Context: an optimization exercise on an open-source flow, tuned for small area. The choices shown serve that exercise and are no tape-out recipe. Only simulation tests tie the RTL to the original design; equivalence was not proved. Power is estimated from default activity; no workload was simulated.

## build 94
==> flow/design.v <==
module transceiver (
    input  logic       clk,
    input  logic       rstn,
    input  logic       mode_in,
    input  logic       rx,
    output logic       tx,
    output logic [7:0] led_detected
);
  localparam logic [15:0] RX_START = 16'h0280;   
  localparam logic [15:0] RX_SAMPLE = 16'ha40e;   
  logic [15:0] rq, rq_n;
  logic r_idle, r_fb, r_go, bit0, step;
  assign r_idle = (~rq[0] & ~rq[1] & ~rq[2] & ~rq[3] & ~rq[4] & ~rq[5] & ~rq[6] & ~rq[7] & ~rq[8] & ~rq[9] & ~rq[10] & ~rq[11] & ~rq[12] & ~rq[13] & ~rq[14]);   
  assign r_go   = r_idle & ~rx;
  assign r_fb   = (rq[15] ^ rq[13] ^ rq[9] ^ rq[4]) & ~r_idle;
  assign rq_n   = {rq[14:0], r_fb} | (r_go ? RX_START : 16'h0);
  always_ff @(posedge clk or negedge rstn)
    if (!rstn) begin
      rq[0] <= 1'b0;
      rq[1] <= 1'b0;
      rq[2] <= 1'b0;
      rq[3] <= 1'b0;
      rq[4] <= 1'b0;
      rq[5] <= 1'b0;
      rq[6] <= 1'b0;
      rq[7] <= 1'b0;
      rq[8] <= 1'b0;
      rq[9] <= 1'b0;
      rq[10] <= 1'b0;
      rq[11] <= 1'b0;
      rq[12] <= 1'b0;
      rq[13] <= 1'b0;
      rq[14] <= 1'b0;
      rq[15] <= 1'b0;
    end else begin
      rq[0] <= rq_n[0];
      rq[1] <= rq_n[1];
      rq[2] <= rq_n[2];
      rq[3] <= rq_n[3];
      rq[4] <= rq_n[4];
      rq[5] <= rq_n[5];
      rq[6] <= rq_n[6];
      rq[7] <= rq_n[7];
      rq[8] <= rq_n[8];
      rq[9] <= rq_n[9];
      rq[10] <= rq_n[10];
      rq[11] <= rq_n[11];
      rq[12] <= rq_n[12];
      rq[13] <= rq_n[13];
      rq[14] <= rq_n[14];
      rq[15] <= rq_n[15];
    end
  always_ff @(posedge clk or negedge rstn)
    if (!rstn) step <= 1'b0;
    else       step <= r_idle & rq[15];   
  always_ff @(posedge clk)
    if ((~rq[0] & rq[1] & rq[2] & rq[3] & ~rq[4] & ~rq[5] & ~rq[6] & ~rq[7] & ~rq[8] & ~rq[9] & rq[10] & ~rq[11] & ~rq[12] & rq[13] & ~rq[14] & rq[15])) bit0 <= rx;   
  logic [2:0] ds, ds_n;
  logic o_det, n_det;
  always_comb begin
    case (ds)
      3'd3: begin ds_n = bit0 ? 3'd3 : 3'd4; end   
      3'd4: begin ds_n = bit0 ? 3'd0 : 3'd4; end   
      3'd0: begin ds_n = bit0 ? 3'd5 : 3'd4; end   
      3'd5: begin ds_n = bit0 ? 3'd3 : 3'd7; end   
      3'd7: begin ds_n = bit0 ? 3'd2 : 3'd4; end   
      3'd2: begin ds_n = bit0 ? 3'd1 : 3'd4; end   
      3'd1: begin ds_n = bit0 ? 3'd3 : 3'd6; end   
      3'd6: begin ds_n = bit0 ? 3'd0 : 3'd4; end   
      default: ds_n = 3'bx;
    endcase
  end
  assign n_det = (ds == 3'd7);
  assign o_det = (ds == 3'd7) | (ds == 3'd6);
  always_ff @(posedge clk)
    if (!rstn)     ds <= 3'd3;
    else if (step) ds <= ds_n;
  logic mode, mode_q, out;
  always_ff @(posedge clk or negedge rstn) begin
    if (!rstn) begin
      mode   <= 1'b0;
      mode_q <= 1'b1;
    end else begin
      if (!mode_in && mode_q) mode <= ~mode;
      mode_q <= mode_in;
    end
  end
  assign out = mode ? o_det : n_det;
  assign led_detected = {8{out}};
  localparam logic [12:0] TX_START = 13'h06d7;
  logic [12:0] cq;
  logic c_end, c_load, c_idle;
  logic [3:0] ts, ts_n;
  assign c_end  = (cq[0] & ~cq[1] & ~cq[2] & ~cq[3] & ~cq[6] & ~cq[7] & ~cq[10] & ~cq[11] & ~cq[12]);   
  always_ff @(posedge clk)
    cq <= c_load ? TX_START : {cq[11:0], cq[12] ^ cq[3]};
  logic ts_adv;
  assign c_load = (ts == 4'd15) | (ts == 4'd14) | c_end;
  assign ts_adv = c_end | ((ts == 4'd15) & out) | (ts == 4'd14);
  always_ff @(posedge clk or negedge rstn)
    if (!rstn)       ts <= 4'd15;
    else if (ts_adv) ts <= {ts[2:0], ts[3] ^ ts[2]};
  always_comb
    case (ts)
      4'd15, 4'd14, 4'd2, 4'd6, 4'd10, 4'd5, 4'd11, 4'd7: tx = 1'b1;
      default: tx = 1'b0;
    endcase
endmodule
==> flow/config.mk <==
export PLATFORM = sky130hd
export DESIGN_NAME = transceiver
export DESIGN_NICKNAME = transceiver
export VERILOG_FILES = /design/flow/design.v
export SDC_FILE = /design/flow/constraint.sdc
export NUM_CORES = 4
export LEC_CHECK = 0
export CAP_MARGIN = 20
export CORE_MARGIN = 2
export CORE_UTILIZATION = 40
export SLEW_MARGIN = 20
==> flow/constraint.sdc <==
create_clock -name core_clock -period 20.0 [get_ports {clk}]
set_input_delay 4.0000 -clock core_clock [delete_from_list [all_inputs] [get_ports {clk}]]
set_output_delay 4.0000 -clock core_clock [all_outputs]
set_load 0.01 [all_outputs]
standard.sh (not shown) runs the stock make flow with config.mk's settings and CLKGATE_MAP_FILE= SYNTH_SCRIPT=/design/flow/synth_recipe.tcl, a recipe that flattens the netlist after the stock synthesis.
==> flow/flow/run.sh <==
#!/bin/bash
# Standard ORFS layout with two changes: the port buffers are the smallest
# buffer (buf_1) and the clock tree uses clkbuf_4 without dummy loads.
set -euo pipefail
bash standard.sh \
  "BUFFER_PORTS_ARGS=-buffer_cell sky130_fd_sc_hd__buf_1" \
  "CTS_ARGS=-sink_clustering_enable -repair_clock_nets -dont_use_dummy_load -buf_list sky130_fd_sc_hd__clkbuf_4 -root_buf sky130_fd_sc_hd__clkbuf_4" \
  finish > make_finish.log 2>&1
Input-level comparison between trial 39 and build 94:
--- a/flow/design.v
+++ b/flow/design.v
@@ -59,21 +59,21 @@
   logic o_det, n_det;
   always_comb begin
     case (ds)
-      3'd3: begin ds_n = bit0 ? 3'd3 : 3'd4; end   
-      3'd4: begin ds_n = bit0 ? 3'd0 : 3'd4; end   
-      3'd0: begin ds_n = bit0 ? 3'd5 : 3'd4; end   
-      3'd5: begin ds_n = bit0 ? 3'd3 : 3'd7; end   
-      3'd7: begin ds_n = bit0 ? 3'd2 : 3'd4; end   
-      3'd2: begin ds_n = bit0 ? 3'd1 : 3'd4; end   
-      3'd1: begin ds_n = bit0 ? 3'd3 : 3'd6; end   
-      3'd6: begin ds_n = bit0 ? 3'd0 : 3'd4; end   
+      3'd0: begin ds_n = bit0 ? 3'd0 : 3'd1; end   
+      3'd1: begin ds_n = bit0 ? 3'd2 : 3'd1; end   
+      3'd2: begin ds_n = bit0 ? 3'd3 : 3'd1; end   
+      3'd3: begin ds_n = bit0 ? 3'd0 : 3'd4; end   
+      3'd4: begin ds_n = bit0 ? 3'd5 : 3'd1; end   
+      3'd5: begin ds_n = bit0 ? 3'd6 : 3'd1; end   
+      3'd6: begin ds_n = bit0 ? 3'd0 : 3'd7; end   
+      3'd7: begin ds_n = bit0 ? 3'd2 : 3'd1; end   
       default: ds_n = 3'bx;
     endcase
   end
-  assign n_det = (ds == 3'd7);
-  assign o_det = (ds == 3'd7) | (ds == 3'd6);
+  assign n_det = (ds == 3'd4);
+  assign o_det = (ds == 3'd4) | (ds == 3'd7);
   always_ff @(posedge clk)
-    if (!rstn)     ds <= 3'd3;
+    if (!rstn)     ds <= 3'd0;
     else if (step) ds <= ds_n;
   logic mode, mode_q, out;
   always_ff @(posedge clk or negedge rstn) begin
@@ -94,15 +94,30 @@
   assign c_end  = (cq[0] & ~cq[1] & ~cq[2] & ~cq[3] & ~cq[6] & ~cq[7] & ~cq[10] & ~cq[11] & ~cq[12]);   
   always_ff @(posedge clk)
     cq <= c_load ? TX_START : {cq[11:0], cq[12] ^ cq[3]};
-  logic ts_adv;
-  assign c_load = (ts == 4'd15) | (ts == 4'd14) | c_end;
-  assign ts_adv = c_end | ((ts == 4'd15) & out) | (ts == 4'd14);
+  assign c_load = (ts == 4'd2) | (ts == 4'd3) | c_end;
+  always_comb begin
+    ts_n = 4'bx;
+    tx = 1'bx;
+    case (ts)
+      4'd2: begin ts_n = out ? 4'd3 : 4'd2; tx = 1'b1; end   
+      4'd3: begin ts_n = 4'd4; tx = 1'b1; end   
+      4'd4: begin ts_n = c_end ? 4'd5 : 4'd4; tx = 1'b0; end   
+      4'd5: begin ts_n = c_end ? 4'd6 : 4'd5; tx = 1'b0; end   
+      4'd6: begin ts_n = c_end ? 4'd7 : 4'd6; tx = 1'b0; end   
+      4'd7: begin ts_n = c_end ? 4'd8 : 4'd7; tx = 1'b1; end   
+      4'd8: begin ts_n = c_end ? 4'd9 : 4'd8; tx = 1'b0; end   
+      4'd9: begin ts_n = c_end ? 4'd10 : 4'd9; tx = 1'b0; end   
+      4'd10: begin ts_n = c_end ? 4'd11 : 4'd10; tx = 1'b0; end   
+      4'd11: begin ts_n = c_end ? 4'd12 : 4'd11; tx = 1'b1; end   
+      4'd12: begin ts_n = c_end ? 4'd13 : 4'd12; tx = 1'b0; end   
+      4'd13: begin ts_n = c_end ? 4'd14 : 4'd13; tx = 1'b1; end   
+      4'd14: begin ts_n = c_end ? 4'd15 : 4'd14; tx = 1'b1; end   
+      4'd15: begin ts_n = c_end ? 4'd0 : 4'd15; tx = 1'b1; end   
+      4'd0: begin ts_n = c_end ? 4'd2 : 4'd0; tx = 1'b1; end   
+      default: ;
+    endcase
+  end
   always_ff @(posedge clk or negedge rstn)
-    if (!rstn)       ts <= 4'd15;
-    else if (ts_adv) ts <= {ts[2:0], ts[3] ^ ts[2]};
-  always_comb
-    case (ts)
-      4'd15, 4'd14, 4'd2, 4'd6, 4'd10, 4'd5, 4'd11, 4'd7: tx = 1'b1;
-      default: tx = 1'b0;
-    endcase
+    if (!rstn) ts <= 4'd2;
+    else       ts <= ts_n;
 endmodule
Trial 39 vs build 94, final core area utilization went down by 1.5 points.
Diff build 94 -> trial 39: internal power summed over all cells moved up; overall die height moved up.
From build 94 to trial 39 the numbers moved as follows: maximum frequency moved down; share of power burned in combinational logic rose 9.8 points; final critical-path share of the clock period increased by 1.6 points relative to the old numbers.
Between trial 39 and build 94, simple logic cell fraction of the synthesized area is higher for build 94, trial 39 comes in under that.
Area used by multi-input combinational logic was higher in the run labelled trial 39.
Trial 39 does worse than build 94 on worst setup slack after layout.
Diff trial 39 and build 94: area growth from synthesis to layout lower in trial 39
Side by side, routed wire length turned out higher in trial 39 than in build 94.
Trial 39: flow completed, timing, DRC and antenna clean
Of trial 39 and build 94, build 94 shows the higher worst-case reg-to-reg path depth, with trial 39 below it.
Length of routed wiring on met1 (trial 39 vs. build 94) increases by a few percent

==> port drivers added, routing unchanged <==
Ports are ideal in the flow. The routed layouts listed here were re-timed in OpenROAD. Step 1 sets driving cells, clkbuf_16 on the clock port and buf_2 on the other inputs (assumed; they add their load-dependent delay and slew). Step 2 also shifts input and output timing later by t, the mid clock arrival at the registers, as if the neighbouring blocks saw the same clock. a / b / c = ideal / step 1 / step 2; a / b = the first two.
| run | t (ns) | setup slack, ns | clock arrival spread, ns | slew at the worst register clock pin (ns) | worst data-port slew with drivers (ns) |
|---|---|---|---|---|---|
| build 94 | 0.347 | 14.646 / 14.624 / 14.971 | 0.044 / 0.043 | 0.12 / 0.12 | 0.03 |
| trial 39 | 0.349 | 14.326 / 14.304 / 14.653 | 0.016 / 0.016 | 0.11 / 0.11 | 0.03 |
After both steps setup and hold are still met in every run listed.
